Context: an optimization exercise on an open-source flow, tuned for small area. The choices shown serve that exercise and are no tape-out recipe. The RTL was checked by simulation tests, not by an equivalence proof against the original design. Power is estimated from default activity; no workload was simulated.

==> design.v <==
module LFSR (
    input clock,
    input enable,
    input init,
    input [6-1:0] init_val,
    output [6-1:0] out_val
);
    reg [6:1] LFSR_reg;
    wire              XNOR_reg;
    always @(posedge clock)
    begin
    if (init == 1'b1)
        LFSR_reg <= init_val;
    else if (enable == 1'b1)
        LFSR_reg <= {LFSR_reg[6-1:1], XNOR_reg};
    end
    assign XNOR_reg = LFSR_reg[6] ^~ LFSR_reg[5];
    assign out_val = LFSR_reg[6:1];
endmodule
module SNG (
    input clock,
    input reset,
    input enable,
    input [(6 - 1) : 0] in_val,
    output out_val
);
    wire [(6 - 1) : 0] random_number;
    LFSR UUT (
        .clock(clock),
        .enable(enable),
        .init(reset),
        .init_val(6'd10),
        .out_val(random_number)
    );
    assign out_val = (in_val >= random_number) ? 1 : 0;
endmodule
module ESL_multiplier(
    input a_x, a_y, b_x, b_y,
    output o_x, o_y
);
    assign o_x = a_x ~^ b_x;
    assign o_y = a_y ~^ b_y;
endmodule
module ESL_adder(
    input half_sc,
    input half_cnt,
    input a_x, a_y, b_x, b_y,
    output o_x, o_y
);
    assign o_x = (half_cnt == 1) ? a_x ~^ b_y : a_y ~^ b_x;
    assign o_y = a_y ~^ b_y ~^ half_sc;
endmodule
module one_counter(
    input clock,
    input reset,
    input enable,
    output reg count
);
    always@(posedge clock) begin
        if(reset) begin
            count <= 0;
        end else if(enable) begin
            count <= 1 - count;
        end
    end
endmodule
module processing_element(
    input clock,
    input reset,
    input enable,
    input input_val_x,
    input input_val_y,
    input init_val_x,
    input init_val_y,
    input [(6 - 1) : 0] weight_val,
    output reg output_val_x,
    output reg output_val_y
);
    wire weight_x;
    wire mult_x, mult_y;
    wire half_cnt;
    wire half_sc;
    wire output_val_x_tmp;
    wire output_val_y_tmp;
    SNG SNG_weight_inst(
        .clock(clock),
        .reset(reset),
        .enable(enable),
        .in_val(weight_val),
        .out_val(weight_x)
    );
    ESL_multiplier multiplier_inst(
        .a_x(weight_x),
        .a_y(1'b1),
        .b_x(input_val_x),
        .b_y(input_val_y),
        .o_x(mult_x),
        .o_y(mult_y)
    );
    SNG SNG_half_inst(
        .clock(clock),
        .reset(reset),
        .enable(enable),
        .in_val({1'b1, {(6 - 1){1'b0}}}),
        .out_val(half_sc)
    );
    one_counter one_counter_inst(
        .clock(clock),
        .reset(reset),
        .enable(enable),
        .count(half_cnt)
    );
    ESL_adder adder_inst(
        .half_sc(half_sc),
        .half_cnt(half_cnt),
        .a_x(mult_x),
        .a_y(mult_y),
        .b_x(init_val_x),
        .b_y(init_val_y),
        .o_x(output_val_x_tmp),
        .o_y(output_val_y_tmp)
    );
    always@(posedge clock) begin
        if(reset) begin
            output_val_x <= 0;
            output_val_y <= 0;
        end else if(enable) begin
            output_val_x <= output_val_x_tmp;
            output_val_y <= output_val_y_tmp;
        end
    end
endmodule
module P2B(
    input clock,
    input reset,
    input enable,
    input in_val,
    output reg [(6 - 1) : 0] out_val
);
    reg [(6 - 1) : 0] n_out_val;
    reg [(6 - 1) : 0] modulus_m;
    wire storage_ld;
    always@(posedge clock) begin
        if(reset || storage_ld) begin
            n_out_val <= 0;
        end else if(enable && in_val) begin
            n_out_val <= n_out_val + 1;
        end
    end
    always@(posedge clock) begin
        if(reset) begin
            modulus_m <= 0;
        end else if(enable) begin
            if(storage_ld) begin
                modulus_m <= 0;
            end else begin
                modulus_m <= modulus_m + 1;
            end
        end
    end
    assign storage_ld = (modulus_m == 6'd10 - 1) ? 1 : 0;
    always@(posedge clock) begin
        if(reset) begin
            out_val <= 0;
        end else if (enable && storage_ld) begin
            out_val <= n_out_val;
        end
    end
endmodule
module ESL_bioilar_divider(
    input clock,
    input reset,
    input enable,
    input a_x, a_y,
    output reg [(6 - 1) : 0] out_bin
);
    wire up_or_down;
    wire up_down_count_enable;
    reg est_max;
    reg est_min;
    wire SC_estimation;
    reg [(6 - 1) : 0] estimation_tmp;
    wire [(6 - 1) : 0] a_y_bin;
    assign est_max = (estimation_tmp == {6{1'b1}}) ? 1 : 0;
    assign est_min = (estimation_tmp == 0) ? 1 : 0;
    assign up_or_down = (~est_max) & (a_x | est_min);
    assign up_down_count_enable = a_x ^ (a_y ~^ SC_estimation);
    assign out_bin = (a_y_bin >= {1'b1, {(6-1){1'b0}}}) ? estimation_tmp : ~estimation_tmp;
    P2B P2B_inst(
        .clock(clock),
        .reset(reset),
        .enable(enable),
        .in_val(a_y),
        .out_val(a_y_bin)
    );
    always@(posedge clock) begin
        if(reset) begin
            estimation_tmp <= 0;
        end else if (enable && up_down_count_enable) begin
            if(up_or_down) begin
                estimation_tmp <= estimation_tmp + 1;
            end else begin
                estimation_tmp <= estimation_tmp - 1;
            end
        end
    end
    SNG SNG_inst(
        .clock(clock),
        .reset(reset),
        .enable(enable),
        .in_val(estimation_tmp),
        .out_val(SC_estimation)
    );
endmodule
module index_counter(
    input clock,
    input reset,
    input enable,
    output reg [($clog2(4) - 1) : 0] width_index,
    output reg [($clog2(4) - 1) : 0] height_index
);
    always@(posedge clock) begin
        if(reset) begin
            width_index <= 0;
            height_index <= 0;
        end else if (enable) begin
            if(width_index == 4 - 1) begin
                width_index <= 0;
                height_index <= height_index + 1;
            end else begin
                width_index <= width_index + 1;
            end
        end
    end
endmodule
module sc_counter(
    input clock,
    input reset,
    input enable,
    output reg [($clog2(64) - 1) : 0] sc_count,
    output wire sc_count_done
);
    always@(posedge clock) begin
        if(reset) begin
            sc_count <= 0;
        end else if(enable) begin
            sc_count <= sc_count + 1;
        end
    end
    assign sc_count_done = (sc_count == 64-1) ? 1 : 0;
endmodule
module partial_result_buffer(
    input clock,
    input reset,
    input enable,
    input [(2 - 1) : 0] store_vals_x,
    input [(2 - 1) : 0] store_vals_y,
    input [($clog2(4) - 1) : 0] width_index,
    input [($clog2(64) - 1) : 0] sc_count,
    output reg [(2 - 1) : 0] fetch_vals_x,
    output reg [(2 - 1) : 0] fetch_vals_y
);
    reg [(64 - 1) : 0] stored_partial_sums_x [(2 - 2) : 0][(4 - 1) : 0];
    reg [(64 - 1) : 0] stored_partial_sums_y [(2 - 2) : 0][(4 - 1) : 0];
    always@(posedge clock) begin
        if(reset) begin
            for(int i = 0; i < 2 - 1; i++) begin
                for(int j = 0; j < 4; j++) begin
                    stored_partial_sums_x[i][j] <= 0;
                    stored_partial_sums_y[i][j] <= 0;
                end
            end
        end else if(enable && (width_index >= (2 - 1))) begin
            for(int i = 0; i < 2 - 1; i++) begin
                stored_partial_sums_x[i][width_index - (2 - 1)][sc_count] <= store_vals_x[i];
                stored_partial_sums_y[i][width_index - (2 - 1)][sc_count] <= store_vals_y[i];
            end
        end
    end
    always@(*) begin
        for (int i = 1; i < 2; i = i + 1) begin
            fetch_vals_x[i] = stored_partial_sums_x[i - 1][width_index][sc_count];
            fetch_vals_y[i] = stored_partial_sums_y[i - 1][width_index][sc_count];
        end
        fetch_vals_x[0] = 0;
        fetch_vals_y[0] = 1;
    end
endmodule
module controller(
    input clock,
    input reset,
    input start,
    input input_ready,
    input sc_count_done,
    input [($clog2(4) - 1) : 0] width_index,
    input [($clog2(4) - 1) : 0] height_index,
    output reg PE_reset,
    output reg PE_enable,
    output reg PE_init,
    output reg index_reset,
    output reg index_enable,
    output reg partial_sum_reset,
    output reg partial_sum_enable,
    output reg output_valid,
    output reg input_req,
    output reg sc_count_enable,
    output reg sc_count_reset,
    output reg SNG_enable,
    output reg ESL_bipolar_divider_enable,
    output reg done
);
    parameter   WAIT_FOR_START = 3'd0,
                RESET_SIGNALS = 3'd1,
                WAIT_FOR_INPUT = 3'd2,
                INIT_SIGNALS = 3'd3,
                WAIT_FOR_ZERO = 3'd4,
                OUTPUT_IS_READY = 3'd5,
                INDEX_INCREMENT = 3'd6,
                DONE_FLAG = 3'd7;
    reg [2:0] state, next_state;
    always@(state) begin
        input_req = 0;
        PE_reset = 0;
        PE_enable = 0;
        PE_init = 0;
        index_reset = 0;
        index_enable = 0;
        partial_sum_reset = 0;
        partial_sum_enable = 0;
        output_valid = 0;
        sc_count_enable = 0;
        sc_count_reset = 0;
        SNG_enable = 0;
        ESL_bipolar_divider_enable = 0;
        done = 0;
        case (state)
            RESET_SIGNALS: begin
                index_reset = 1;
                PE_reset = 1;
                partial_sum_reset = 1;
            end
            WAIT_FOR_INPUT: input_req = 1;
            INIT_SIGNALS: begin
                PE_init = 1;
                sc_count_reset = 1;
            end
            WAIT_FOR_ZERO: begin
                PE_enable = 1;
                SNG_enable = 1;
                sc_count_enable = 1;
                partial_sum_enable = 1;
                ESL_bipolar_divider_enable = 1;
            end
            OUTPUT_IS_READY: begin
                output_valid = 1;
            end
            INDEX_INCREMENT: begin
                index_enable = 1;
            end
            DONE_FLAG: done = 1;
            default: begin
                input_req = 0;
                PE_reset = 0;
                PE_enable = 0;
                PE_init = 0;
                index_reset = 0;
                index_enable = 0;
                partial_sum_reset = 0;
                partial_sum_enable = 0;
                output_valid = 0;
                sc_count_enable = 0;
                sc_count_reset = 0;
                SNG_enable = 0;
                ESL_bipolar_divider_enable = 0;
                done = 0;
            end
        endcase
    end
    always@(*) begin
        next_state = WAIT_FOR_START;
        case (state)
            WAIT_FOR_START:
                if(start)
                    next_state = RESET_SIGNALS;
                else
                    next_state = WAIT_FOR_START;
            RESET_SIGNALS: next_state = WAIT_FOR_INPUT;
            WAIT_FOR_INPUT:
                if(input_ready)
                    next_state = INIT_SIGNALS;
                else
                    next_state = WAIT_FOR_INPUT;
            INIT_SIGNALS: next_state = WAIT_FOR_ZERO;
            WAIT_FOR_ZERO:
                if(sc_count_done)
                    next_state = OUTPUT_IS_READY;
                else
                    next_state = WAIT_FOR_ZERO;
            OUTPUT_IS_READY:
                next_state = INDEX_INCREMENT;
            INDEX_INCREMENT:
                if((width_index == 4 - 1) && (height_index == 4 - 1))
                    next_state = DONE_FLAG;
                else
                    next_state = WAIT_FOR_INPUT;
            DONE_FLAG: next_state = WAIT_FOR_START;
            default: next_state = WAIT_FOR_START;
        endcase
    end
    always@(posedge clock) begin
        if(reset) begin
            state <= WAIT_FOR_START;
        end else begin
            state <= next_state;
        end
    end
endmodule
module processing_unit(
    input clock,
    input reset,
    input start,
    output input_req,
    input [(6 - 1) : 0] input_val,
    input input_ready,
    input [(2 * 2 * 6 - 1) : 0] weight_vals,
    output [(6 - 1) : 0] output_val,
    output output_valid,
    output done
);
    genvar i, j;
    wire input_x;
    reg init_vals_x [(2 - 1) : 0][(2 - 1) : 0];
    reg init_vals_y [(2 - 1) : 0][(2 - 1) : 0];
    reg enables [(2 - 1) : 0][(2 - 1) : 0];
    reg [($clog2(4) - 1) : 0] width_index;
    reg [($clog2(4) - 1) : 0] height_index;
    wire PE_reset, PE_enable, PE_init;
    wire index_reset, index_enable;
    wire partial_sum_reset, partial_sum_enable;
    wire SNG_enable;
    wire output_valid_tmp;
    wire sc_count_enable, sc_count_reset;
    wire [($clog2(64) - 1) : 0] sc_count;
    wire sc_count_done;
    wire ESL_bipolar_divider_enable;
    wire [(2 - 1) : 0][(2 - 1) : 0] output_val_x, output_val_y;
    reg [(2 - 1) : 0] store_vals_x;
    reg [(2 - 1) : 0] store_vals_y;
    wire [(2 - 1) : 0] fetch_vals_x;
    wire [(2 - 1) : 0] fetch_vals_y;
    controller controller_inst(
        .clock(clock),
        .reset(reset),
        .start(start),
        .input_ready(input_ready),
        .sc_count_done(sc_count_done),
        .width_index(width_index),
        .height_index(height_index),
        .PE_reset(PE_reset),
        .PE_enable(PE_enable),
        .PE_init(PE_init),
        .index_reset(index_reset),
        .index_enable(index_enable),
        .partial_sum_reset(partial_sum_reset),
        .partial_sum_enable(partial_sum_enable),
        .output_valid(output_valid_tmp),
        .input_req(input_req),
        .sc_count_enable(sc_count_enable),
        .sc_count_reset(sc_count_reset),
        .SNG_enable(SNG_enable),
        .ESL_bipolar_divider_enable(ESL_bipolar_divider_enable),
        .done(done)
    );
    SNG SNG_inst(
        .clock(clock),
        .reset(reset),
        .enable(SNG_enable),
        .in_val(input_val),
        .out_val(input_x)
    );
    for (i = 0; i < 2; i = i + 1) begin : PE_row
        for (j = 0; j < 2; j = j + 1) begin : PE_column
            processing_element PEs(
                .clock(clock),
                .reset(PE_reset|reset),
                .enable(enables[i][j] && PE_enable),
                .input_val_x(input_x),
                .input_val_y(1'b1),
                .init_val_x(init_vals_x[i][j]),
                .init_val_y(init_vals_y[i][j]),
                .weight_val(weight_vals[((i * 2 + j) * 6) +: 6]),
                .output_val_x(output_val_x[i][j]),
                .output_val_y(output_val_y[i][j])
            );
        end
    end
    always@(*) begin
        for (int i = 0; i < 2; i = i + 1) begin
            for (int j = 1; j < 2; j = j + 1) begin
                init_vals_x[i][j] = output_val_x[i][j-1];
                init_vals_y[i][j] = output_val_y[i][j-1];
            end
            for (int j = 0; j < 2; j = j + 1) begin
                enables[i][j] = ((i <= height_index) && (j <= width_index) && (width_index + 2 - 1 - j < 4) && (height_index + 2 - 1 - i < 4)) ? 1 : 0;
            end
            store_vals_x[i] = output_val_x[i][(2 - 1)];
            store_vals_y[i] = output_val_y[i][(2 - 1)];
            init_vals_x[i][0] = fetch_vals_x[i];
            init_vals_y[i][0] = fetch_vals_y[i];
        end
    end
    assign output_valid = ((output_valid_tmp == 1) && (width_index >= (2 - 1)) && (height_index >= (2 - 1))) ? 1 : 0;
    ESL_bioilar_divider ESL_bioilar_divider_inst(
        .clock(clock),
        .reset(reset),
        .enable(ESL_bipolar_divider_enable),
        .a_x(output_val_x[(2 - 1)][(2 - 1)]),
        .a_y(output_val_y[(2 - 1)][(2 - 1)]),
        .out_bin(output_val)
    );
    index_counter index_counter_inst(
        .clock(clock),
        .reset(index_reset|reset),
        .enable(index_enable),
        .width_index(width_index),
        .height_index(height_index)
    );
    partial_result_buffer partial_result_buffer_inst(
        .clock(clock),
        .reset(partial_sum_reset|reset),
        .enable(partial_sum_enable),
        .store_vals_x(store_vals_x),
        .store_vals_y(store_vals_y),
        .width_index(width_index),
        .sc_count(sc_count),
        .fetch_vals_x(fetch_vals_x),
        .fetch_vals_y(fetch_vals_y)
    );
    sc_counter sc_counter_inst(
        .clock(clock),
        .reset(sc_count_reset|reset),
        .enable(sc_count_enable),
        .sc_count(sc_count),
        .sc_count_done(sc_count_done)
    );
endmodule
==> run.sh <==
#!/bin/bash
# synth_recipe.tcl (not shown) runs the flow's synth.tcl, then flattens the netlist and writes it again
# the make line also repeats each setting of config.mk as NAME=value (left out here)
make -C /OpenROAD-flow-scripts/flow DESIGN_CONFIG=/design/flow/config.mk WORK_HOME=/design/flow/orfs CLKGATE_MAP_FILE= SYNTH_SCRIPT=/design/flow/synth_recipe.tcl finish
==> config.mk <==
export PLATFORM = sky130hd
export DESIGN_NAME = processing_unit
export DESIGN_NICKNAME = processing_unit
export VERILOG_FILES = /design/flow/design.v
export SDC_FILE = /design/flow/constraint.sdc
export NUM_CORES = 4
export LEC_CHECK = 0
export CAP_MARGIN = 20
export CORE_MARGIN = 2
export CORE_UTILIZATION = 40
export SLEW_MARGIN = 20
==> constraint.sdc <==
create_clock -name core_clock -period 6.0 [get_ports {clock}]
set_input_delay 1.2000 -clock core_clock [delete_from_list [all_inputs] [get_ports {clock}]]
set_output_delay 1.2000 -clock core_clock [all_outputs]
set_load 0.01 [all_outputs]
==> flow_summary.json, run 1 <==
{
  "status": "finished clean",
  "grt_pass1_vias": 23114,
  "initial_core_util_pct": 40.3,
  "syn-cell-area_um2": 31100,
  "via_per_inst": 6.01,
  "post-cts-setup-buffers": 0,
  "drc": 0,
  "worstHoldPathType": "reg -> reg",
  "clk_pin_slew_worst_paths_ps": 60,
  "synth.distinct_cells": 72,
  "arrival_ps": 5100,
  "ant_nets": 0,
  "syn_to_final_growth_pct": 10.7,
  "p_clk_share_pct": 41.2,
  "htree_levels": 3,
  "dp.cells": 3773,
  "numCtsBuffers": 69,
  "grt_antenna_before_repair": 2,
  "power.share.combinational_pct": 7.2,
  "setup_viol": 0,
  "worst_setup_path_end_kind": "flop",
  "synth_adder_area_share_pct": 2.52,
  "insertion_delay_ps": 610,
  "track_usage_pct": 24.1,
  "cts_buffer_depth": 3,
  "cts_tree": "yes",
  "p_seq_share_pct": 51.6,
  "crit_fanout": 49,
  "drv_cap": 0,
  "crit_start": "index_counter_inst.width_index[0]",
  "ir_worst_vdd_uv": 173,
  "routedWlPerCell_um": 24.6,
  "die_y_um": 283,
  "rows": 102,
  "ys.flop_type": "edfxtp_1",
  "syn_inst": 2855,
  "clock_skew_ps": 25.1,
  "path_class": "reg -> reg",
  "fmax_mhz": 207,
  "grt_pass1_wl_um": 143000,
  "slew_viol_final": 0,
  "rsz0062_at_grt": "false",
  "tightestPinTransition_ps": 969,
  "dieArea_um2": 80000,
  "finalHoldViolCount": 0,
  "grt_overflow": 0,
  "async_flop_share_pct": 0,
  "avgSynthCellArea_um2": 10.9,
  "fin_crit_sh_pct": 80.5,
  "drt-initial-drc-count": 2787,
  "hpwl_um": 63900,
  "final_util_pct": 44.6,
  "synthSimpleGateAreaFrac_pct": 15.7,
  "intPower_mw": 7.56,
  "cts-resized-gates": 0,
  "period_minus_slack_ps": 4830,
  "nets": 2900,
  "swShare_pct": 23.1,
  "cp_data_required_time_ps": 6280,
  "leakagePower_nw": 11.0,
  "hold_slack_ps": 438,
  "synth_edf_count": 512,
  "vias": 23400,
  "routed_wl_um": 95800,
  "top_regs": "partial_result_buffer_inst.stored_partial_sums_x: 256 flops, partial_result_buffer_inst.stored_partial_sums_y: 256 flops",
  "ys_warn_count": 19,
  "drtPass1Iterations": 6,
  "power_density_nw_per_um2": 285,
  "io_pins": 43,
  "switching_power_mw": 2.27,
  "synth_top_family_by_area": "simple AND/OR/NAND/NOR gates",
  "relSlewSlack_pct": 34.5,
  "grt_max_degree": 122,
  "synthXorXnorAreaFrac_pct": 1.31,
  "ys_seq_elements": 616,
  "insertedDiodeCount": 0,
  "cts.sinks": 616,
  "r2r_start": "index_counter_inst.width_index[0]",
  "synth-compound-area-share_pct": 10.0,
  "ctsHoldBuffers": 0,
  "coreArea_um2": 77200,
  "synth_seq_area_share_pct": 56.1,
  "place_congestion": 0.963,
  "fp.dieW_um": 283,
  "fin_setup_tns_ps": 0,
  "cts-root-buf": "clkbuf_16",
  "drive_above_1_share_pct": 11.7,
  "start_kind": "flop",
  "syn-num-nets": 2951,
  "layoutNonFillerInstCount": 3893,
  "io_buffers": 42,
  "synth_mux_area_share_pct": 9.83
}
path summary, 6_finish.rpt:
kind / cells after the start / endpoint / slack (ps)
worst max-delay path: 9 / flop / 1170
worst min-delay path: 2 / flop / 440
worst max register to register: 9 / flop / 1170
worst min register to register: 2 / flop / 440
cell usage in the layout, fill, tap and decap left out, drive strengths merged, types with 20 or more instances in the layout:
cell,Yosys,routed
o21ai,235,235
dfxtp,104,104
edfxtp,512,512
or3,20,20
clkbuf,117,96
mux2i,41,41
buf,111,64
a21oi,161,161
ha,61,61
nor2,603,603
mux4,117,117
xnor2,30,30
nand2,290,290
or2,25,25
inv,58,60
nand3,83,83
nor3,49,49
clkdlybuf4s50,0,42
clkinv,1,20
a21o,23,23
a22oi,25,25
nor2b,22,22
per-layer routing:
| metal | global-route usage [%] | part of all wire, % | wire [um] |
|---|---|---|---|
| met5 | 0 | 0.014 | 13 |
| met2 | 38.6 | 46 | 44400 |
| met3 | 5.01 | 11 | 10400 |
| met4 | 11.0 | 5.1 | 4850 |
| met1 | 31.4 | 38 | 36200 |
layout make-up:
cell class	count	area, um^2
Multi-Input combinational cell	1952	12300
Inverter	59	221
Clock buffer	96	1940
Tap cell	1040	1300
Sequential cell	616	17500
Timing Repair Buffer	106	988
Clock inverter	24	171
Fill cell	7158	42800
kinds of logic after synthesis:
logic type	count (synthesis)
AOI/OAI and AO/OA	534
xor gates and xnor gates	43
adders and majority gates	62
buffers and inverters	287
DFF	616
muxes	159
and+or+nand+nor	1154
Yosys cell counts, drive strengths merged, types with 7 or more instances:
| library cell | number | area share, % |
|---|---|---|
| mux4 | 117 | 8.5 |
| nor4 | 12 | 0.24 |
| o22ai | 14 | 0.28 |
| and2 | 8 | 0.16 |
| edfxtp | 512 | 49 |
| a211oi | 9 | 0.22 |
| nand3b | 7 | 0.21 |
| xnor2 | 30 | 0.85 |
| or3 | 20 | 0.42 |
| a21o | 23 | 0.56 |
| buf | 111 | 2.3 |
| dfxtp | 104 | 6.7 |
| o2111ai | 12 | 0.34 |
| mux2i | 41 | 1.3 |
| or2 | 25 | 0.51 |
| o21ai | 235 | 3.8 |
| a31oi | 7 | 0.19 |
| ha | 61 | 2.5 |
| nand4 | 12 | 0.24 |
| nand2b | 7 | 0.14 |
| inv | 58 | 0.70 |
| nand2 | 290 | 3.5 |
| xor2 | 11 | 0.31 |
| clkbuf | 117 | 1.4 |
| a22oi | 25 | 0.62 |
| nor3 | 49 | 0.79 |
| nand3 | 83 | 1.4 |
| nor2b | 22 | 0.44 |
| a21oi | 161 | 2.8 |
| o211ai | 14 | 0.34 |
| nor2 | 603 | 7.3 |
stage by stage:
| step | worst slack (ps) | power [mW] | instance area (um^2) |
|---|---|---|---|
| final | 1170 | 9.82 | 34400 |
| after global routing | 929 | 10.1 | 34400 |
| after CTS | 1340 | 9.86 | 34400 |
| after detailed placement | 1220 | 5.85 | 32300 |
| after global placement | 1360 | 5.81 | 32300 |
| after floorplan | 2480 | 5.59 | 31100 |
power by group through the flow:
stage / clock network (mW) / registers [mW] / logic, mW
floorplan: 0 / 5.10 / 0.487
global placement: 0 / 5.14 / 0.668
detailed placement: 0 / 5.16 / 0.694
CTS: 4.10 / 5.07 / 0.695
global route: 4.26 / 5.09 / 0.758
finish: 4.05 / 5.07 / 0.704
critical path, cell delays in order (launching register included):
cell	delay, ps
dfxtp_4	830
inv_1	290
ha_1	330
nor3b_1	650
nand3_1	420
nor2_1	230
or3_4	280
nand3b_4	340
or2_4	650
o21ai_0	410
==> run 2, diff against run 1 <==
==> design.v (replaced) <==
module processing_unit(
    input clock,
    input reset,
    input start,
    output input_req,
    input [(6 - 1) : 0] input_val,
    input input_ready,
    input [(2 * 2 * 6 - 1) : 0] weight_vals,
    output [(6 - 1) : 0] output_val,
    output output_valid,
    output done
);
    localparam  WAIT_FOR_START = 3'd0,
                RESET_SIGNALS = 3'd1,
                WAIT_FOR_INPUT = 3'd2,
                INIT_SIGNALS = 3'd3,
                WAIT_FOR_ZERO = 3'd4,
                OUTPUT_IS_READY = 3'd5,
                INDEX_INCREMENT = 3'd6,
                DONE_FLAG = 3'd7;
    reg [2:0] state, next_state;
    reg [5:0] sc_count;
    reg [1:0] width_index, height_index;
    wire s_frame = (state == RESET_SIGNALS);
    wire run     = (state == WAIT_FOR_ZERO);
    wire s_inc   = (state == INDEX_INCREMENT);
    wire last    = (sc_count == 6'd63);
    assign input_req = (state == WAIT_FOR_INPUT);
    assign done = (state == DONE_FLAG);
    assign output_valid = (state == OUTPUT_IS_READY) && (width_index != 2'd0) && (height_index != 2'd0);
    always @(*) begin
        case (state)
            WAIT_FOR_START:  next_state = start ? RESET_SIGNALS : WAIT_FOR_START;
            RESET_SIGNALS:   next_state = WAIT_FOR_INPUT;
            WAIT_FOR_INPUT:  next_state = input_ready ? INIT_SIGNALS : WAIT_FOR_INPUT;
            INIT_SIGNALS:    next_state = WAIT_FOR_ZERO;
            WAIT_FOR_ZERO:   next_state = last ? OUTPUT_IS_READY : WAIT_FOR_ZERO;
            OUTPUT_IS_READY: next_state = INDEX_INCREMENT;
            INDEX_INCREMENT: next_state = ((width_index == 2'd3) && (height_index == 2'd3)) ? DONE_FLAG : WAIT_FOR_INPUT;
            default:         next_state = WAIT_FOR_START;
        endcase
    end
    always @(posedge clock) begin
        if (reset)
            state <= WAIT_FOR_START;
        else
            state <= next_state;
    end
    always @(posedge clock) begin
        if (reset)
            sc_count <= 0;
        else
            sc_count <= sc_count ^ {run & (&sc_count[4:0]), run & (&sc_count[3:0]), run & (&sc_count[2:0]),
                                    run & (&sc_count[1:0]), run & sc_count[0], run};
    end
    always @(posedge clock) begin
        if (s_frame)
            {height_index, width_index} <= 4'd0;
        else begin
            width_index[0] <= width_index[0] ^ s_inc;
            width_index[1] <= width_index[1] ^ (s_inc & width_index[0]);
            height_index[0] <= height_index[0] ^ (s_inc & (&width_index));
            height_index[1] <= height_index[1] ^ (s_inc & (&width_index) & height_index[0]);
        end
    end
    function automatic ge6(input [5:0] a, input [5:0] b);
        integer k;
        begin
            ge6 = 1'b1;
            for (k = 0; k < 6; k = k + 1)
                ge6 = (a[k] ^ b[k]) ? a[k] : ge6;
        end
    endfunction
    wire half_cnt = sc_count[0];
    reg [6:1] g;
    always @(posedge clock) begin
        if (reset)
            g <= 6'd10;
        else if (run)
            g <= {g[5:1], g[6] ~^ g[5]};
    end
    reg [7:1] q;
    wire q_en = run && !((width_index == 2'd3) && last);
    always @(posedge clock) begin
        if (s_frame)
            q[6:1] <= 6'd25;
        else if (q_en)
            q[6:1] <= {q[5:1], q[6] ~^ q[5]};
        if (q_en)
            q[7] <= q[6];
    end
    wire [5:0] l3 = q[6:1];
    wire [5:0] l4 = q[7:2];
    wire h3 = (6'd32 >= l3);
    wire h4 = (6'd32 >= l4);
    wire in_x = ge6(input_val, g);
    wire mx10 = ge6(weight_vals[12 +: 6], l3) ~^ in_x;
    wire mx11 = ge6(weight_vals[18 +: 6], l4) ~^ in_x;
    wire ry00 = (width_index == 2'd2) ? height_index[1] : h3;
    reg ry01, x10, y10, x11, y11;
    always @(posedge clock) begin
        if (s_frame) begin
            {ry01, x10, y10, x11, y11} <= 5'd0;
        end else if (run && (height_index != 2'd0)) begin
            if (width_index != 2'd3) begin
                ry01 <= ry00 ~^ h3;
                x10 <= mx10 ~^ ry01;
                y10 <= ry01 ~^ h3;
            end
            if (width_index != 2'd0) begin
                x11 <= half_cnt ? (mx11 ~^ y10) : x10;
                y11 <= y10 ~^ h4;
            end
        end
    end
    reg [5:0] ne;
    wire sc_est = ge6(~g, ne);
    wire est_max = (ne == 6'd0);
    wire est_min = (ne == 6'd63);
    wire up = (~est_max) & (x11 | est_min);
    wire cnt_en = x11 ^ (y11 ~^ sc_est);
    reg [6:0] ne_t;
    integer k;
    always @(*) begin
        ne_t[0] = run & cnt_en;
        for (k = 0; k < 6; k = k + 1)
            ne_t[k + 1] = ne_t[k] & (ne[k] ^ up);
    end
    always @(posedge clock) begin
        if (reset)
            ne <= 6'd63;
        else
            ne <= ne ^ ne_t[5:0];
    end
    assign output_val = ne;
endmodule
==> run 2 against run 1 <==
Die area fell by 93%. Flip-flop and latch count fell by 579. First-iteration DRC count fell by 96%. Critical path depth fell by 1. Maximum frequency rose by 56%. Clock skew fell by 20 ps. Utilization rose by 5.9 points. Clock power fell by 94%. Routed wire length fell by 95%. Register-to-register slack improved by 2400 ps. Synthesized area fell by 93%. Design area fell by 92%.
==> flow_summary.json, run 2 <==
{
  "rsz0062_at_grt": "false",
  "syn_inst": 266,
  "swShare_pct": 30.8,
  "vias": 1862,
  "r2r-end": "q[7]",
  "p_clk_share_pct": 30.2,
  "hpwl_um": 3210,
  "rows": 26,
  "cts-resized-gates": 0,
  "crit_start": "input_val[0]",
  "start_kind": "primary input",
  "ant_nets": 0,
  "die_y_um": 77.3,
  "cts-root-buf": "clkbuf_8",
  "worst_setup_path_end_kind": "flop",
  "fin_crit_sh_pct": 51.4,
  "io_pins": 43,
  "grt_max_degree": 22,
  "dp.cells": 352,
  "grt_overflow": 0,
  "tightestPinTransition_ps": 796,
  "post-cts-setup-buffers": 0,
  "grt_pass1_vias": 1616,
  "power.share.combinational_pct": 25.2,
  "p_seq_share_pct": 44.6,
  "ir_worst_vdd_uv": 196,
  "track_usage_pct": 15.3,
  "cp_data_required_time_ps": 6180,
  "synth_seq_area_share_pct": 35.0,
  "initial_core_util_pct": 41.8,
  "syn-num-nets": 304,
  "final_common_cell": "dfxtp_1",
  "synth.distinct_cells": 54,
  "fin_setup_tns_ps": 0,
  "htree_levels": 2,
  "r2r_start": "state[2]",
  "relSlewSlack_pct": 46.5,
  "setup_viol": 0,
  "routedWlPerCell_um": 12.1,
  "ctsHoldBuffers": 0,
  "nets": 327,
  "leakagePower_nw": 1.04,
  "syn-cell-area_um2": 2150,
  "final_util_pct": 50.5,
  "avgSynthCellArea_um2": 8.07,
  "path_class": "in -> reg",
  "hold_slack_ps": 502,
  "slew_viol_final": 0,
  "netlist_top_cells_area": "dfxtp_1 34%, nand2_1 5.1%, nor2_1 5.1%, xnor2_1 4.1%, mux2i_1 3.3%",
  "drc": 0,
  "ys_warn_count": 1,
  "synth_edf_count": 1,
  "fp.dieW_um": 77.3,
  "async_flop_share_pct": 0,
  "grt_pass1_wl_um": 7510,
  "power_density_nw_per_um2": 285,
  "largest_reg_flops": 7,
  "insertion_delay_ps": 280,
  "cts.sinks": 37,
  "drv_cap": 0,
  "min_from": "g[1]",
  "coreArea_um2": 5140,
  "worstSetupEndpoint": "x11",
  "cts_buffer_depth": 2,
  "ys.flop_type": "dfxtp_1",
  "finalHoldViolCount": 0,
  "synthTopCellsByCount": "36 x dfxtp_1, 29 x nand2_1, 29 x nor2_1",
  "clock_skew_ps": 5.02,
  "numCtsBuffers": 5,
  "routed_wl_um": 4370,
  "synth.most_common_cell": "dfxtp_1",
  "drtPass1Iterations": 4,
  "final_cell_mix": "36 x dfxtp_1, 30 x clkdlybuf4s50_1, 29 x nand2_1, 29 x nor2_1, 18 x inv_1",
  "ys_seq_elements": 37,
  "cts_tree": "yes",
  "insertedDiodeCount": 0,
  "rr_worst_depth": 5,
  "intPower_mw": 0.512,
  "worstHoldPathType": "reg -> reg",
  "status": "finished clean",
  "syn_to_final_growth_pct": 20.9,
  "period_minus_slack_ps": 3090,
  "arrival_ps": 3260,
  "dieArea_um2": 5970,
  "synth_top_area_cell": "dfxtp_1",
  "grt_antenna_before_repair": 0,
  "drive_above_1_share_pct": 5.52,
  "fmax_mhz": 324,
  "layoutNonFillerInstCount": 360,
  "regMostFlops": "q",
  "synth_top_area_share_pct": 33.6,
  "place_congestion": 0.805,
  "io_buffers": 30,
  "reg2reg_slack_ps": 3590,
  "clk_pin_slew_worst_paths_ps": 70,
  "switching_power_mw": 0.228,
  "drt-initial-drc-count": 107,
  "crit_fanout": 3,
  "via_per_inst": 5.17
}
-- run 2: cell count changes in the layout (fill, tap and decap cells not counted), sizes merged, moves of 89 or more --
cell    delta
edfxtp   -511
nand2    -261
nor2     -574
mux4     -117
clkbuf    -89
o21ai    -224
a21oi    -149
-- run 2: worst max-delay path, cell delays in order --
cell             delay, ps
clkdlybuf4s50_1        390
nand2b_1               140
maj3_1                 360
maj3_1                 390
o2bb2ai_1              210
nor2b_1                160
a41o_1                 230
o21a_1                 180
-- run 2: metal layers --
layer	up-vias	GRT usage, %	wire length (um)
met1	847	22.6	2360
met2	30	22.1	1830
li1	980	-	-
met4	0	5.36	50
met3	5	2.94	133
met5	-	0	0
-- run 2: final cells by class --
type	count	area, um^2
clock buffers	7	86.3
clock inverters	1	30.0
fillers	528	2540
inverters	18	67.6
multi-input cells	197	1270
flip-flops and latches	37	751
well taps	70	87.6
repair buffers	30	300
-- run 2: kinds of logic after synthesis --
logic type | after synthesis | synth area share, %
AOI/OAI and AO/OA | 59 | 19.1
muxes | 7 | 3.26
and+or+nand+nor | 103 | 24.2
DFF | 37 | 35.0
buffers and inverters | 32 | 5.77
xor gates and xnor gates | 16 | 6.53
adders and majority gates | 12 | 6.18
-- run 2: how the worst min path moves through the flow --
stage | endpoint | depth (start not counted)
3_5_place_dp | g[1] | 2
2_1_floorplan | g[3] | 2
5_1_grt | g[3] | 2
3_3_place_gp | g[3] | 2
6_report | g[1] | 2
4_1_cts | g[1] | 2
-- run 2: stage by stage --
stage	power [mW]	setup WS [ps]	cell area (um^2)
floorplan	0.467	3180	2150
global placement	0.520	2630	2480
detailed placement	0.523	2600	2480
CTS	0.747	2900	2590
global route	0.788	2820	2590
finish	0.740	2910	2590
-- run 2: power by group through the flow --
stage | logic [mW] | registers [mW] | clock network (mW)
after floorplan | 0.152 | 0.315 | 0
after global placement | 0.184 | 0.336 | 0
after detailed placement | 0.187 | 0.336 | 0
after CTS | 0.189 | 0.330 | 0.229
after global routing | 0.212 | 0.338 | 0.237
final | 0.187 | 0.330 | 0.223
==> run 3, diff against run 2 <==
--- a/config.mk
+++ b/config.mk
@@ -9,3 +9,3 @@
 export CORE_MARGIN = 2
-export CORE_UTILIZATION = 40
+export CORE_UTILIZATION = 70
 export SLEW_MARGIN = 20
==> run 3 against run 2 <==
Still clean on timing, DRC and antenna. Worst hold slack better by 24 ps. Clock skew up 5.2 ps. Design area down 3.0%. Cell count down 10%. Critical path depth unchanged. Combinational power about the same. Power down 5.5%. Sequential power about the same. Register-to-register slack better by 30 ps. First-iteration DRC count down 23%. Synthesized area unchanged. Setup slack better by 50 ps.
==> flow_summary.json, run 3 <==
{
  "nets": 327,
  "rows": 20,
  "cts-root-buf": "clkbuf_4",
  "cts_buffer_depth": 2,
  "ys.flop_type": "dfxtp_1",
  "final_common_cell": "dfxtp_1",
  "avgSynthCellArea_um2": 8.07,
  "slew_viol_final": 0,
  "drtPass1Iterations": 4,
  "initial_core_util_pct": 72.1,
  "clk_pin_slew_worst_paths_ps": 110,
  "insertedDiodeCount": 0,
  "leakagePower_nw": 1.03,
  "arrival_ps": 3280,
  "relSlewSlack_pct": 52.6,
  "path_class": "in -> reg",
  "cts_tree": "yes",
  "routedWlPerCell_um": 13.4,
  "post-cts-setup-buffers": 0,
  "fin_setup_tns_ps": 0,
  "slowest_stage": "clkdlybuf4s50_1",
  "cpMostUsedCell": "maj3_1",
  "cts-resized-gates": 0,
  "synth_top_area_cell": "dfxtp_1",
  "synth.most_common_cell": "dfxtp_1",
  "fp.dieW_um": 59.4,
  "worstHoldPathType": "reg -> reg",
  "coreArea_um2": 2980,
  "clock_skew_ps": 10.2,
  "grt_antenna_before_repair": 0,
  "final_cell_mix": "36 x dfxtp_1, 30 x clkdlybuf4s50_1, 29 x nand2_1, 29 x nor2_1, 18 x inv_1",
  "ys_seq_elements": 37,
  "crit_chain": "clkdlybuf4s50_1, nand2b_1, maj3_1, maj3_1, o2bb2ai_1, nor2b_1, a41o_1, o21a_1",
  "met1_length_um": 1900,
  "power_density_nw_per_um2": 278,
  "start_kind": "primary input",
  "syn-num-nets": 304,
  "grt_overflow": 0,
  "power.share.combinational_pct": 26.5,
  "grt_max_degree": 22,
  "swShare_pct": 32.0,
  "rsz0062_at_grt": "false",
  "io_buffers": 30,
  "fmax_mhz": 329,
  "path_delay_family": "adder cells",
  "synth_edf_count": 1,
  "met3_length_um": 163,
  "worst_slack_ps": 2970,
  "synth_top_area_share_pct": 33.6,
  "worst-path-buf-inv": 1,
  "regMostFlops": "q",
  "tightestPinTransition_ps": 706,
  "route.met2.wl_um": 2130,
  "hpwl_um": 3120,
  "drt-initial-drc-count": 82,
  "dp_slack_ps": 2610,
  "period_minus_slack_ps": 3030,
  "synth_seq_area_share_pct": 35.0,
  "ys_warn_count": 1,
  "fill_cells": 183,
  "fin_crit_sh_pct": 50.6,
  "dieArea_um2": 3530,
  "place_area_um2": 2430,
  "switching_power_mw": 0.224,
  "p_seq_share_pct": 47.3,
  "cpPeakStageDelay_ps": 390,
  "die_y_um": 59.4,
  "async_flop_share_pct": 0,
  "routed_wl_um": 4320,
  "ctsHoldBuffers": 0,
  "track_usage_pct": 27.4,
  "top_layer": "met4",
  "finalHoldViolCount": 0,
  "io_pins": 43,
  "via_per_inst": 5.96,
  "htree_levels": 2,
  "syn_to_final_growth_pct": 17.2,
  "synth.distinct_cells": 54,
  "numCtsBuffers": 5,
  "drc": 0,
  "status": "finished clean",
  "insertion_delay_ps": 350,
  "grt_pass1_wl_um": 7280,
  "fin_area_um2": 2520,
  "ant_nets": 0,
  "worst_setup_path_end_kind": "flop",
  "vias": 1926,
  "cp_data_required_time_ps": 6250,
  "p_clk_share_pct": 26.2,
  "syn-cell-area_um2": 2150,
  "grt_pass1_vias": 1795,
  "synthTopCellsByCount": "36 x dfxtp_1, 29 x nand2_1, 29 x nor2_1",
  "syn_inst": 266,
  "cts.sinks": 37,
  "crit_fanout": 3,
  "drv_cap": 0,
  "intPower_mw": 0.475,
  "drive_above_1_share_pct": 5.52,
  "netlist_top_cells_area": "dfxtp_1 34%, nand2_1 5.1%, nor2_1 5.1%, xnor2_1 4.1%, mux2i_1 3.3%",
  "largest_reg_flops": 7,
  "setup_viol": 0,
  "ir_worst_vdd_uv": 250,
  "place_congestion": 0.855
}
run 3: worst paths after layout:
| kind | from | end | slack [ps] | cells past startpoint |
|---|---|---|---|---|
| max | input_val[0] | x11 | 2970 | 8 |
| min | g[2] | g[3] | 530 | 2 |
| max reg2reg | state[2] | q[7] | 3620 | 5 |
| min reg2reg | g[2] | g[3] | 530 | 2 |
run 3: power groups by stage:
stage	registers, mW	logic, mW	clock network, mW
global placement	0.333	0.179	0
CTS	0.330	0.187	0.185
global route	0.339	0.210	0.195
floorplan	0.315	0.152	0
detailed placement	0.336	0.186	0
finish	0.330	0.185	0.183
run 3: cell families (layout without fill, tap and decap cells):
logic type,after synthesis,in the layout,share of synthesized area (%)
buf+inv,32,56,5.77
mux,7,7,3.26
xor+xnor,16,16,6.53
compound gates,59,59,19.1
flops,37,37,35.0
fa+ha+maj,12,12,6.18
simple gates,103,103,24.2
run 3: layout make-up:
class                           instances  area (um^2)  share of cell area, %
Clock buffer                            7         55.1                   2.19
Clock inverter                          1         30.0                   1.19
Tap cell                               33         41.3                   1.64
Timing Repair Buffer                   30          300                   11.9
Multi-Input combinational cell        197         1270                   50.5
Inverter                               18         67.6                   2.68
Sequential cell                        37          751                   29.8
run 3: worst register-to-register path, stage by stage (launching register included):
cell     delay [ps]
dfxtp_1         450
inv_1           120
or3_1           470
inv_1           500
nand2_1         340
inv_1           200
run 3: metal layers:
layer	vias up	track usage, %
met1	887	30.5
met2	46	47.6
met4	0	14.9
met3	13	6.77
li1	980	-
met5	-	0
run 3: through the flow:
step	cells	util, %	power (mW)	hold slack, ps
after floorplan	266	-	0.467	458
after detailed placement	315	81.7	0.522	496
after global routing	323	84.5	0.744	543
after global placement	315	81.7	0.512	477
final	323	84.5	0.699	526
after CTS	323	84.5	0.701	519
==> run 4, diff against run 3 <==
==> flow/run.sh (new file) <==
#!/bin/bash
# Standard layout, with plain buf_1 cells as the port buffers.
set -euo pipefail
export BUFFER_PORTS_ARGS="-buffer_cell sky130_fd_sc_hd__buf_1"
bash standard.sh > standard.log 2>&1
==> standard.sh (new file) <==
#!/bin/bash
# synth_recipe.tcl (not shown) runs the flow's synth.tcl, then flattens the netlist and writes it again
# the make line also repeats each setting of config.mk as NAME=value (left out here)
make -C /OpenROAD-flow-scripts/flow DESIGN_CONFIG=/design/flow/config.mk WORK_HOME=/design/flow/orfs CLKGATE_MAP_FILE= SYNTH_SCRIPT=/design/flow/synth_recipe.tcl "${@:-finish}"
--- a/config.mk
+++ b/config.mk
@@ -9,3 +9,3 @@
 export CORE_MARGIN = 2
-export CORE_UTILIZATION = 70
+export CORE_UTILIZATION = 40
 export SLEW_MARGIN = 20
removed: run.sh
==> run 4 against run 3 <==
Power grew 3.9%. Setup slack gained 290 ps. Count of clock-buffer cells in the layout shrank 2. Combinational power shrank 6%. Still clean. Flip-flop and latch count is the same. First-iteration DRC count shrank 6.1%.
==> flow_summary.json, run 4 <==
{
  "status": "finished clean",
  "cts_buffer_depth": 2,
  "fin_crit_sh_pct": 45.7,
  "initial_core_util_pct": 41.8,
  "cpMostUsedCell": "maj3_1",
  "rsz0062_at_grt": "false",
  "cts_tree": "yes",
  "grt_pass1_vias": 1704,
  "whs_endpoint": "g[3]",
  "grt_antenna_before_repair": 0,
  "regMostFlops": "q",
  "finalHoldViolCount": 0,
  "routedWlPerCell_um": 12.2,
  "post-cts-setup-buffers": 0,
  "io_pins": 43,
  "setup_viol": 0,
  "dp.cells": 352,
  "p_seq_share_pct": 45.5,
  "period_minus_slack_ps": 2740,
  "via_per_inst": 5.18,
  "synth.distinct_cells": 54,
  "worstHoldPathType": "reg -> reg",
  "fin_area_um2": 2410,
  "fmax_mhz": 365,
  "clock_skew_ps": 5.58,
  "p_clk_share_pct": 30.7,
  "hpwl_um": 3090,
  "io_buffers": 30,
  "cts-root-buf": "clkbuf_8",
  "fin_setup_tns_ps": 0,
  "power_density_nw_per_um2": 302,
  "die_y_um": 77.3,
  "place_congestion": 0.810,
  "r2r-end": "q[7]",
  "ant_nets": 0,
  "drc": 0,
  "cts.sinks": 37,
  "dieArea_um2": 5970,
  "crit_fanout": 3,
  "start_kind": "primary input",
  "syn_inst": 266,
  "intPower_mw": 0.488,
  "synth_adder_area_share_pct": 6.18,
  "async_flop_share_pct": 0,
  "htree_levels": 2,
  "final_cell_mix": "36 x dfxtp_1, 30 x buf_1, 29 x nand2_1, 29 x nor2_1, 18 x inv_1",
  "arrival_ps": 2930,
  "grt_overflow": 0,
  "synth_top_family_by_area": "simple AND/OR/NAND/NOR gates",
  "relSlewSlack_pct": 47.7,
  "synth_seq_area_share_pct": 35.0,
  "cp_data_required_time_ps": 6190,
  "layoutNonFillerInstCount": 360,
  "fp.dieW_um": 77.3,
  "numCtsBuffers": 5,
  "clk_pin_slew_worst_paths_ps": 80,
  "synthTopCellsByCount": "36 x dfxtp_1, 29 x nand2_1, 29 x nor2_1",
  "vias": 1866,
  "avgSynthCellArea_um2": 8.07,
  "synth.most_common_cell": "dfxtp_1",
  "synth-compound-area-share_pct": 19.1,
  "nets": 327,
  "drtPass1Iterations": 4,
  "rows": 26,
  "leakagePower_nw": 0.951,
  "grt_pass1_wl_um": 7680,
  "syn_to_final_growth_pct": 12.1,
  "crit_chain": "buf_1, nand2b_1, maj3_1, maj3_1, o2bb2ai_1, nor2b_1, a41o_1, o21a_1",
  "synth_mux_area_share_pct": 3.26,
  "cpPeakStageDelay_ps": 400,
  "drive_above_1_share_pct": 5.86,
  "rr_worst_depth": 5,
  "switching_power_mw": 0.238,
  "worst_setup_path_end_kind": "flop",
  "routed_wl_um": 4400,
  "power.share.combinational_pct": 23.8,
  "grt_max_degree": 22,
  "reg2reg_slack_ps": 3590,
  "insertedDiodeCount": 0,
  "drt-initial-drc-count": 77,
  "ir_worst_vdd_uv": 142,
  "slowest_stage": "maj3_1",
  "largest_reg_flops": 7,
  "syn-cell-area_um2": 2150,
  "ys_seq_elements": 37,
  "synth_top_area_cell": "dfxtp_1",
  "r2r_start": "state[2]",
  "holdPathStages": 2,
  "synthXorXnorAreaFrac_pct": 6.53,
  "syn-num-nets": 304,
  "synthSimpleGateAreaFrac_pct": 24.2,
  "coreArea_um2": 5140,
  "insertion_delay_ps": 290,
  "ys_warn_count": 1,
  "netlist_top_cells_area": "dfxtp_1 34%, nand2_1 5.1%, nor2_1 5.1%, xnor2_1 4.1%, mux2i_1 3.3%",
  "slew_viol_final": 0,
  "ys.flop_type": "dfxtp_1",
  "final_common_cell": "dfxtp_1",
  "synth_top_area_share_pct": 33.6,
  "synth_edf_count": 1,
  "tightestPinTransition_ps": 778,
  "drv_cap": 0,
  "min_from": "g[2]",
  "path_class": "in -> reg",
  "place_area_um2": 2290,
  "swShare_pct": 32.8,
  "ctsHoldBuffers": 0,
  "cts-resized-gates": 0,
  "track_usage_pct": 15.9
}
-- run 4: cell counts after synthesis --
No cell type changed its count.
-- run 4: layer usage --
metal / vias up / global-route usage (%) / wire length [um]
met1: 853 / 21.2 / 2300
met2: 28 / 24.8 / 1880
li1: 978 / - / -
met3: 7 / 4.00 / 155
met4: 0 / 6.07 / 70
met5: - / 0 / 0
-- run 4: final cells by class --
cell class	instances	area, um^2
clock buffers	5	68.8
well taps	70	87.6
clock inverters	3	46.3
inverters	18	67.6
fillers	553	2730
repair buffers	30	113
multi-input cells	197	1270
flip-flops and latches	37	751
-- run 4: how the worst max path moves through the flow --
stage,startpoint,endpoint,cells past startpoint
after global placement,input_val[0],x11,8
after global routing,input_val[0],x11,8
after floorplan,input_val[0],x11,7
after detailed placement,input_val[0],x11,8
after CTS,input_val[0],x11,8
final,input_val[0],x11,8
-- run 4: worst max-delay path: cells and delay by family --
kind | cells | cell delay, ps
adder cells (fa/ha/maj) | 2 | 750
AO/OA/AOI/OAI | 3 | 620
buffers and inverters | 1 | 60
AND/OR/NAND/NOR | 2 | 290
-- run 4: cell families after synthesis --
kind of cell | Yosys count
AO/OA/AOI/OAI | 59
adder cells (fa/ha/maj) | 12
flip-flops | 37
multiplexers | 7
XOR/XNOR | 16
AND/OR/NAND/NOR | 103
buffers and inverters | 32
-- run 4: per-stage QoR --
step	total power [mW]	hold slack [ps]	util, %	worst slack (ps)
floorplan	0.467	458	-	3180
global placement	0.506	482	44.6	2950
detailed placement	0.510	485	44.6	2940
CTS	0.734	496	46.8	3250
global route	0.780	528	46.8	3160
finish	0.726	490	46.8	3260
-- run 4: power groups by stage --
stage,clock (mW),combinational (mW),sequential (mW)
after floorplan,0,0.152,0.315
after global placement,0,0.171,0.335
after detailed placement,0,0.174,0.336
after CTS,0.229,0.175,0.330
after global routing,0.237,0.203,0.340
final,0.223,0.173,0.330
==> run 5, diff against run 4 <==
--- a/config.mk
+++ b/config.mk
@@ -10,2 +10,5 @@
 export CORE_UTILIZATION = 40
+export CTS_BUF_LIST = sky130_fd_sc_hd__clkbuf_8
+export CTS_CLUSTER_DIAMETER = 200
+export CTS_CLUSTER_SIZE = 40
 export SLEW_MARGIN = 20
==> run 5 against run 4 <==
Still clean. Combinational power about the same. Synthesized cell count unchanged. Power unchanged. Synthesized area stayed put. Maximum frequency unchanged. Global-route usage is the same. Largest cell class unchanged.
==> flow_summary.json, run 5 <==
{
  "cts-root-buf": "clkbuf_8",
  "worstHoldPathType": "reg -> reg",
  "setup_viol": 0,
  "vias": 1866,
  "r2r_start": "state[2]",
  "start_kind": "primary input",
  "grt_antenna_before_repair": 0,
  "largest_reg_flops": 7,
  "routedWlPerCell_um": 12.2,
  "post-cts-setup-buffers": 0,
  "final_util_pct": 46.8,
  "nets": 327,
  "synth.distinct_cells": 54,
  "crit_fanout": 3,
  "fin_area_um2": 2410,
  "clk_pin_slew_worst_paths_ps": 80,
  "cts_tree": "yes",
  "reg2reg_slack_ps": 3590,
  "synth_top_area_cell": "dfxtp_1",
  "synth.most_common_cell": "dfxtp_1",
  "tightestPinTransition_ps": 778,
  "cp_data_required_time_ps": 6190,
  "hpwl_um": 3090,
  "syn_inst": 266,
  "ctsHoldBuffers": 0,
  "synth_seq_area_share_pct": 35.0,
  "ant_nets": 0,
  "final_common_cell": "dfxtp_1",
  "place_congestion": 0.810,
  "async_flop_share_pct": 0,
  "path_class": "in -> reg",
  "cts-resized-gates": 0,
  "fin_setup_tns_ps": 0,
  "coreArea_um2": 5140,
  "drv_cap": 0,
  "drive_above_1_share_pct": 5.86,
  "arrival_ps": 2930,
  "min_from": "g[2]",
  "ys.flop_type": "dfxtp_1",
  "regMostFlops": "q",
  "power_density_nw_per_um2": 302,
  "ir_worst_vdd_uv": 142,
  "worst_setup_path_end_kind": "flop",
  "syn-cell-area_um2": 2150,
  "fmax_mhz": 365,
  "io_buffers": 30,
  "worst_slack_ps": 3260,
  "synth_top_area_share_pct": 33.6,
  "syn_to_final_growth_pct": 12.1,
  "ys_seq_elements": 37,
  "synth_edf_count": 1,
  "dp_slack_ps": 2940,
  "leakagePower_nw": 0.951,
  "syn-num-nets": 304,
  "r2r-end": "q[7]",
  "clock_skew_ps": 5.58,
  "status": "finished clean",
  "dieArea_um2": 5970,
  "htree_levels": 2,
  "holdPathStages": 2,
  "finalHoldViolCount": 0,
  "insertion_delay_ps": 290,
  "drt-initial-drc-count": 77,
  "via_per_inst": 5.18,
  "fin_crit_sh_pct": 45.7,
  "cts.sinks": 37,
  "slew_viol_final": 0,
  "grt_pass1_vias": 1704,
  "io_pins": 43,
  "fp.dieW_um": 77.3,
  "final_cell_mix": "36 x dfxtp_1, 30 x buf_1, 29 x nand2_1, 29 x nor2_1, 18 x inv_1",
  "drc": 0,
  "whs_endpoint": "g[3]",
  "numCtsBuffers": 5,
  "grt_overflow": 0,
  "rr_worst_depth": 5,
  "cts_buffer_depth": 2,
  "routed_wl_um": 4400,
  "rows": 26,
  "grt_pass1_wl_um": 7680,
  "place_area_um2": 2290,
  "track_usage_pct": 15.9,
  "die_y_um": 77.3,
  "relSlewSlack_pct": 47.7,
  "drtPass1Iterations": 4,
  "ys_warn_count": 1,
  "grt_max_degree": 22,
  "period_minus_slack_ps": 2740,
  "avgSynthCellArea_um2": 8.07,
  "insertedDiodeCount": 0,
  "initial_core_util_pct": 41.8,
  "netlist_top_cells_area": "dfxtp_1 34%, nand2_1 5.1%, nor2_1 5.1%, xnor2_1 4.1%, mux2i_1 3.3%",
  "synthTopCellsByCount": "36 x dfxtp_1, 29 x nand2_1, 29 x nor2_1",
  "rsz0062_at_grt": "false",
  "hold_slack_ps": 490
}
-- run 5: cell counts after synthesis --
Identical to the previous run, type by type.
-- run 5: worst max-delay path by stage --
stage                       startpoint  end  slack [ps]  cells after the start
after floorplan           input_val[0]  x11        3180                      7
after global placement    input_val[0]  x11        2950                      8
after detailed placement  input_val[0]  x11        2940                      8
after CTS                 input_val[0]  x11        3250                      8
after global routing      input_val[0]  x11        3160                      8
final                     input_val[0]  x11        3260                      8
-- run 5: final cells by class --
type                       count  area (um^2)
clock buffer                   5         68.8
clock inverter                 3         46.3
fill                         553         2730
inverter                      18         67.6
multi-input combinational    197         1270
sequential                    37          751
tap                           70         87.6
timing repair buffer          30          113
-- run 5: stage by stage --
step	instances	power, mW
4_1_cts	360	0.734
2_1_floorplan	266	0.467
6_report	360	0.726
3_5_place_dp	352	0.510
3_3_place_gp	352	0.506
5_1_grt	360	0.780
-- run 5: where the power goes --
part	switching, mW	leakage (nW)	internal (mW)
logic	0.0900	0.594	0.0828
clock network	0.0985	0.0543	0.124
registers	0.0493	0.302	0.281
total	0.238	0.951	0.488
-- run 5: logic make-up after synthesis --
family	count (synthesis)	share of synthesized area, %
fa+ha+maj	12	6.18
flops	37	35.0
xor+xnor	16	6.53
compound gates	59	19.1
mux	7	3.26
simple gates	103	24.2
buf+inv	32	5.77
-- run 5: metal layers --
layer | global-route usage [%] | vias to the layer above | part of all wire (%)
li1 | - | 978 | -
met1 | 21.2 | 853 | 52
met2 | 24.8 | 28 | 43
met3 | 4.00 | 7 | 3.5
met4 | 6.07 | 0 | 1.6
met5 | 0 | - | 0
-- run 5: worst max-delay path: stages --
cell and delay [ps]:
buf_1 60, nand2b_1 130, maj3_1 350, maj3_1 400, o2bb2ai_1 210, nor2b_1 160, a41o_1 230, o21a_1 180
==> run 6, diff against run 5 <==
--- a/config.mk
+++ b/config.mk
@@ -10,3 +10,3 @@
 export CORE_UTILIZATION = 40
-export CTS_BUF_LIST = sky130_fd_sc_hd__clkbuf_8
+export CTS_BUF_LIST = sky130_fd_sc_hd__clkbuf_4
 export CTS_CLUSTER_DIAMETER = 200
==> run 6 against run 5 <==
Routed wire length down 1.6%. Count of clock-buffer cells in the layout unchanged. Clock skew up 5.5 ps. Synthesized area unchanged. Die area unchanged. Flip-flop and latch count unchanged. Maximum frequency up 2.4%. Non-clock buffer count unchanged. Largest power group unchanged.
==> flow_summary.json, run 6 <==
{
  "ir_worst_vdd_uv": 134,
  "hold_slack_ps": 498,
  "rsz0062_at_grt": "false",
  "cts-root-buf": "clkbuf_4",
  "holdPathStages": 2,
  "grt_pass1_wl_um": 7590,
  "synthTopCellsByCount": "36 x dfxtp_1, 29 x nand2_1, 29 x nor2_1",
  "syn-num-nets": 304,
  "path_delay_family": "adder cells",
  "swShare_pct": 33.7,
  "arrival_ps": 2920,
  "drive_above_1_share_pct": 5.86,
  "cpMostUsedCell": "maj3_1",
  "worstHoldPathType": "reg -> reg",
  "p_seq_share_pct": 48.4,
  "via_per_inst": 5.18,
  "reg2reg_slack_ps": 3600,
  "clock_skew_ps": 11.1,
  "setup_viol": 0,
  "synth_top_area_share_pct": 33.6,
  "drt-initial-drc-count": 68,
  "intPower_mw": 0.452,
  "htree_levels": 2,
  "worst-path-buf-inv": 1,
  "whs_endpoint": "g[3]",
  "dp_slack_ps": 2940,
  "synth.most_common_cell": "dfxtp_1",
  "vias": 1865,
  "fin_setup_tns_ps": 0,
  "nets": 327,
  "fp.dieW_um": 77.3,
  "grt_antenna_before_repair": 0,
  "fin_crit_sh_pct": 44.6,
  "relSlewSlack_pct": 48.9,
  "cts_buffer_depth": 2,
  "hpwl_um": 3090,
  "grt_pass1_vias": 1687,
  "cts-resized-gates": 0,
  "status": "finished clean",
  "io_pins": 43,
  "track_usage_pct": 15.5,
  "fill_cells": 552,
  "start_kind": "primary input",
  "final_common_cell": "dfxtp_1",
  "cts.sinks": 37,
  "period_minus_slack_ps": 2680,
  "ys.flop_type": "dfxtp_1",
  "cts_tree": "yes",
  "routedWlPerCell_um": 12.0,
  "worst_setup_path_end_kind": "flop",
  "dieArea_um2": 5970,
  "grt_max_degree": 22,
  "rows": 26,
  "insertedDiodeCount": 0,
  "path_class": "in -> reg",
  "slowest_stage": "maj3_1",
  "synth.distinct_cells": 54,
  "drc": 0,
  "crit_fanout": 3,
  "syn-cell-area_um2": 2150,
  "ys_warn_count": 1,
  "routed_wl_um": 4330,
  "power.share.combinational_pct": 25.3,
  "place_congestion": 0.810,
  "r2r-end": "q[7]",
  "worst_slack_ps": 3320,
  "avgSynthCellArea_um2": 8.07,
  "switching_power_mw": 0.230,
  "crit_chain": "buf_1, nand2b_1, maj3_1, maj3_1, o2bb2ai_1, nor2b_1, a41o_1, o21a_1",
  "final_cell_mix": "36 x dfxtp_1, 30 x buf_1, 29 x nand2_1, 29 x nor2_1, 18 x inv_1",
  "largest_reg_flops": 7,
  "insertion_delay_ps": 340,
  "min_from": "g[2]",
  "async_flop_share_pct": 0,
  "fmax_mhz": 373,
  "drv_cap": 0,
  "finalHoldViolCount": 0,
  "synth_top_area_cell": "dfxtp_1",
  "clk_pin_slew_worst_paths_ps": 120,
  "slew_viol_final": 0,
  "netlist_top_cells_area": "dfxtp_1 34%, nand2_1 5.1%, nor2_1 5.1%, xnor2_1 4.1%, mux2i_1 3.3%",
  "ant_nets": 0,
  "numCtsBuffers": 5,
  "cpPeakStageDelay_ps": 400,
  "syn_inst": 266,
  "leakagePower_nw": 0.938,
  "grt_overflow": 0,
  "r2r_start": "state[2]",
  "cp_data_required_time_ps": 6240,
  "regMostFlops": "q",
  "syn_to_final_growth_pct": 10.6,
  "ys_seq_elements": 37,
  "power_density_nw_per_um2": 287,
  "die_y_um": 77.3,
  "synth_edf_count": 1,
  "initial_core_util_pct": 41.8,
  "tightestPinTransition_ps": 761,
  "coreArea_um2": 5140,
  "ctsHoldBuffers": 0,
  "rr_worst_depth": 5,
  "post-cts-setup-buffers": 0,
  "drtPass1Iterations": 4,
  "p_clk_share_pct": 26.3,
  "synth_seq_area_share_pct": 35.0,
  "io_buffers": 30
}
-- run 6: cell counts after synthesis --
No cell type changed its count.
-- run 6: worst register-to-register path: stages, from the launching register on --
cell and delay (ps):
dfxtp_1 450, inv_1 120, or3_1 490, inv_1 520, nand2_1 340, inv_1 200
-- run 6: area by class of cell --
cell class | instances | area [um^2] | area share (%)
multi-input cells | 197 | 1270 | 53.6
inverters | 18 | 67.6 | 2.85
flip-flops and latches | 37 | 751 | 31.6
repair buffers | 30 | 113 | 4.74
clock buffers | 5 | 37.5 | 1.58
well taps | 70 | 87.6 | 3.69
clock inverters | 3 | 46.3 | 1.95
-- run 6: power by group through the flow --
| stage | clock network, mW | registers [mW] | logic (mW) |
|---|---|---|---|
| final | 0.180 | 0.330 | 0.172 |
| after global routing | 0.195 | 0.340 | 0.203 |
| after CTS | 0.185 | 0.330 | 0.175 |
| after detailed placement | 0 | 0.336 | 0.174 |
| after global placement | 0 | 0.335 | 0.171 |
| after floorplan | 0 | 0.315 | 0.152 |
-- run 6: through the flow --
stage / util (%) / total power [mW] / cell area (um^2) / instances
after floorplan: - / 0.467 / 2150 / 266
after global placement: 44.6 / 0.506 / 2290 / 352
after detailed placement: 44.6 / 0.510 / 2290 / 352
after CTS: 46.2 / 0.690 / 2370 / 360
after global routing: 46.2 / 0.738 / 2370 / 360
final: 46.2 / 0.682 / 2370 / 360
-- run 6: per-layer routing --
| metal | wire length, um | vias to the layer above | global-route usage (%) |
|---|---|---|---|
| met1 | 2270 | 852 | 21.3 |
| met4 | 27 | 0 | 3.93 |
| met5 | 0 | - | 0 |
| met3 | 156 | 2 | 4.35 |
| li1 | - | 981 | - |
| met2 | 1870 | 30 | 24.0 |
-- run 6: kinds of logic after synthesis --
group                    count (synthesis)  synth area share (%)
XOR/XNOR                                16                  6.53
flip-flops                              37                  35.0
multiplexers                             7                  3.26
adder cells (fa/ha/maj)                 12                  6.18
AO/OA/AOI/OAI                           59                  19.1
AND/OR/NAND/NOR                        103                  24.2
buffers and inverters                   32                  5.77
-- run 6: worst max path at each step --
stage | slack [ps] | endpoint | start | cells past startpoint
2_1_floorplan | 3180 | x11 | input_val[0] | 7
3_3_place_gp | 2950 | x11 | input_val[0] | 8
3_5_place_dp | 2940 | x11 | input_val[0] | 8
4_1_cts | 3310 | x11 | input_val[0] | 8
5_1_grt | 3230 | x11 | input_val[0] | 8
6_report | 3320 | x11 | input_val[0] | 8
==> run 7, diff against run 6 <==
--- a/config.mk
+++ b/config.mk
@@ -10,3 +10,3 @@
 export CORE_UTILIZATION = 40
-export CTS_BUF_LIST = sky130_fd_sc_hd__clkbuf_4
+export CTS_BUF_LIST = sky130_fd_sc_hd__clkbuf_16
 export CTS_CLUSTER_DIAMETER = 200
==> run 7 against run 6 <==
Sequential share of layout area down 1.1 points. Clock skew down 6.8 ps. Via count up 0.70%. Critical endpoint unchanged. Still clean. Combinational power about the same. Highest routed layer unchanged.
==> flow_summary.json, run 7 <==
{
  "cp_data_required_time_ps": 6170,
  "p_seq_share_pct": 41.1,
  "final_cell_mix": "36 x dfxtp_1, 30 x buf_1, 29 x nand2_1, 29 x nor2_1, 18 x inv_1",
  "finalHoldViolCount": 0,
  "ant_nets": 0,
  "rows": 26,
  "ys_seq_elements": 37,
  "cts-root-buf": "clkbuf_16",
  "htree_levels": 2,
  "io_buffers": 30,
  "grt_pass1_wl_um": 7730,
  "drc": 0,
  "synth_edf_count": 1,
  "ys_warn_count": 1,
  "p_total_mw": 0.805,
  "drive_above_1_share_pct": 5.86,
  "cts_tree": "yes",
  "path_class": "in -> reg",
  "clk_pin_slew_worst_paths_ps": 60,
  "intPower_mw": 0.561,
  "worstHoldPathType": "reg -> reg",
  "synth.distinct_cells": 54,
  "numCtsBuffers": 5,
  "grt_max_degree": 22,
  "slowest_stage": "maj3_1",
  "synth_top_area_cell": "dfxtp_1",
  "fmax_mhz": 361,
  "io_pins": 43,
  "status": "finished clean",
  "switching_power_mw": 0.244,
  "insertedDiodeCount": 0,
  "synth_seq_area_share_pct": 35.0,
  "grt_antenna_before_repair": 0,
  "netlist_top_cells_area": "dfxtp_1 34%, nand2_1 5.1%, nor2_1 5.1%, xnor2_1 4.1%, mux2i_1 3.3%",
  "post-cts-setup-buffers": 0,
  "initial_core_util_pct": 41.8,
  "track_usage_pct": 15.9,
  "grt_pass1_vias": 1726,
  "cpPeakStageDelay_ps": 410,
  "syn-cell-area_um2": 2150,
  "p_clk_share_pct": 37.4,
  "slew_viol_final": 0,
  "die_y_um": 77.3,
  "ir_worst_vdd_uv": 155,
  "swShare_pct": 30.3,
  "syn_to_final_growth_pct": 14.7,
  "routed_wl_um": 4450,
  "arrival_ps": 2940,
  "place_congestion": 0.810,
  "synth_top_area_share_pct": 33.6,
  "leakagePower_nw": 0.977,
  "worst-path-buf-inv": 1,
  "vias": 1878,
  "synthTopCellsByCount": "36 x dfxtp_1, 29 x nand2_1, 29 x nor2_1",
  "relSlewSlack_pct": 49.3,
  "drt-initial-drc-count": 72,
  "drv_cap": 0,
  "regMostFlops": "q",
  "cts.sinks": 37,
  "coreArea_um2": 5140,
  "largest_reg_flops": 7,
  "via_per_inst": 5.22,
  "power.share.combinational_pct": 21.5,
  "synth_top_family_by_area": "simple AND/OR/NAND/NOR gates",
  "synth_adder_area_share_pct": 6.18,
  "fin_setup_tns_ps": 0,
  "crit_chain": "buf_1, nand2b_1, maj3_1, maj3_1, o2bb2ai_1, nor2b_1, a41o_1, o21a_1",
  "syn-num-nets": 304,
  "final_common_cell": "dfxtp_1",
  "fin_crit_sh_pct": 46.1,
  "crit_fanout": 3
}
-- run 7: cell counts after synthesis --
No cell type changed its count.
-- run 7: layout make-up --
type | instances | area [um^2]
fill | 538 | 2680
multi-input combinational | 197 | 1270
sequential | 37 | 751
clock buffer | 5 | 125
timing repair buffer | 30 | 113
tap | 70 | 87.6
inverter | 18 | 67.6
clock inverter | 3 | 46.3
-- run 7: worst min-delay path: stages (launching register included) --
cell and delay, ps:
dfxtp_1 330, nand2_1 60, a21oi_1 50
-- run 7: final timing paths --
check / startpoint / to / slack, ps / cells after the start
min: g[2] / g[3] / 490 / 2
min reg2reg: g[2] / g[3] / 490 / 2
max: input_val[0] / x11 / 3230 / 8
max reg2reg: state[2] / q[7] / 3610 / 5
-- run 7: cells by family (layout without fill, tap and decap cells) --
family | Yosys count | after routing
compound gates | 59 | 59
xor+xnor | 16 | 16
fa+ha+maj | 12 | 12
buf+inv | 32 | 56
flops | 37 | 37
mux | 7 | 7
simple gates | 103 | 103
-- run 7: layer usage --
metal  global-route usage [%]  vias up  part of all wire [%]
met2                     24.5       30                    45
met5                        0        -                     0
met3                     4.59        4                   3.4
met1                     21.1      862                    51
met4                     6.07        0                   1.4
li1                         -      982                     -
-- run 7: stage by stage --
stage                     hold slack (ps)  area, um^2  worst slack (ps)  util (%)  instances
after floorplan                       458        2150              3180         -        266
after global placement                482        2290              2950      44.6        352
after detailed placement              485        2290              2940      44.6        352
after CTS                             493        2460              3240      47.9        360
after global routing                  524        2460              3130      47.9        360
final                                 489        2460              3230      47.9        360
-- run 7: power by group through the flow --
stage               combinational [mW]  sequential (mW)  clock (mW)
finish                           0.173            0.331       0.301
floorplan                        0.152            0.315           0
CTS                              0.176            0.331       0.308
global placement                 0.171            0.335           0
global route                     0.204            0.340       0.318
detailed placement               0.174            0.336           0

==> port drivers added, routing unchanged <==
In the flow no input, the clock included, has a driving cell. The finished layouts below were timed again as built, in two steps. Step 1: set_driving_cell puts a clkbuf_16 on clock and a buf_2 on each other input, an assumption about the parent block. Step 2 times the ports against the registers' clock, not the clock port: input delays grow and output delays shrink by t, the midpoint of the rising clock arrivals with the driver on. Three values: ideal ports, drivers, drivers and shift; two values: the first two.
| run | shift t [ns] | setup slack, ns |
|---|---|---|
| run 1 | 0.666 | 1.173 / 1.173 / 1.149 |
| run 2 | 0.308 | 2.915 / 2.919 / 2.611 |
| run 3 | 0.366 | 2.965 / 2.963 / 2.597 |
| run 4 | 0.318 | 3.257 / 3.265 / 2.947 |
| run 5 | 0.318 | 3.257 / 3.265 / 2.947 |
| run 6 | 0.362 | 3.323 / 3.329 / 2.966 |
| run 7 | 0.307 | 3.234 / 3.247 / 2.939 |
After both steps every run listed still meets setup and hold.
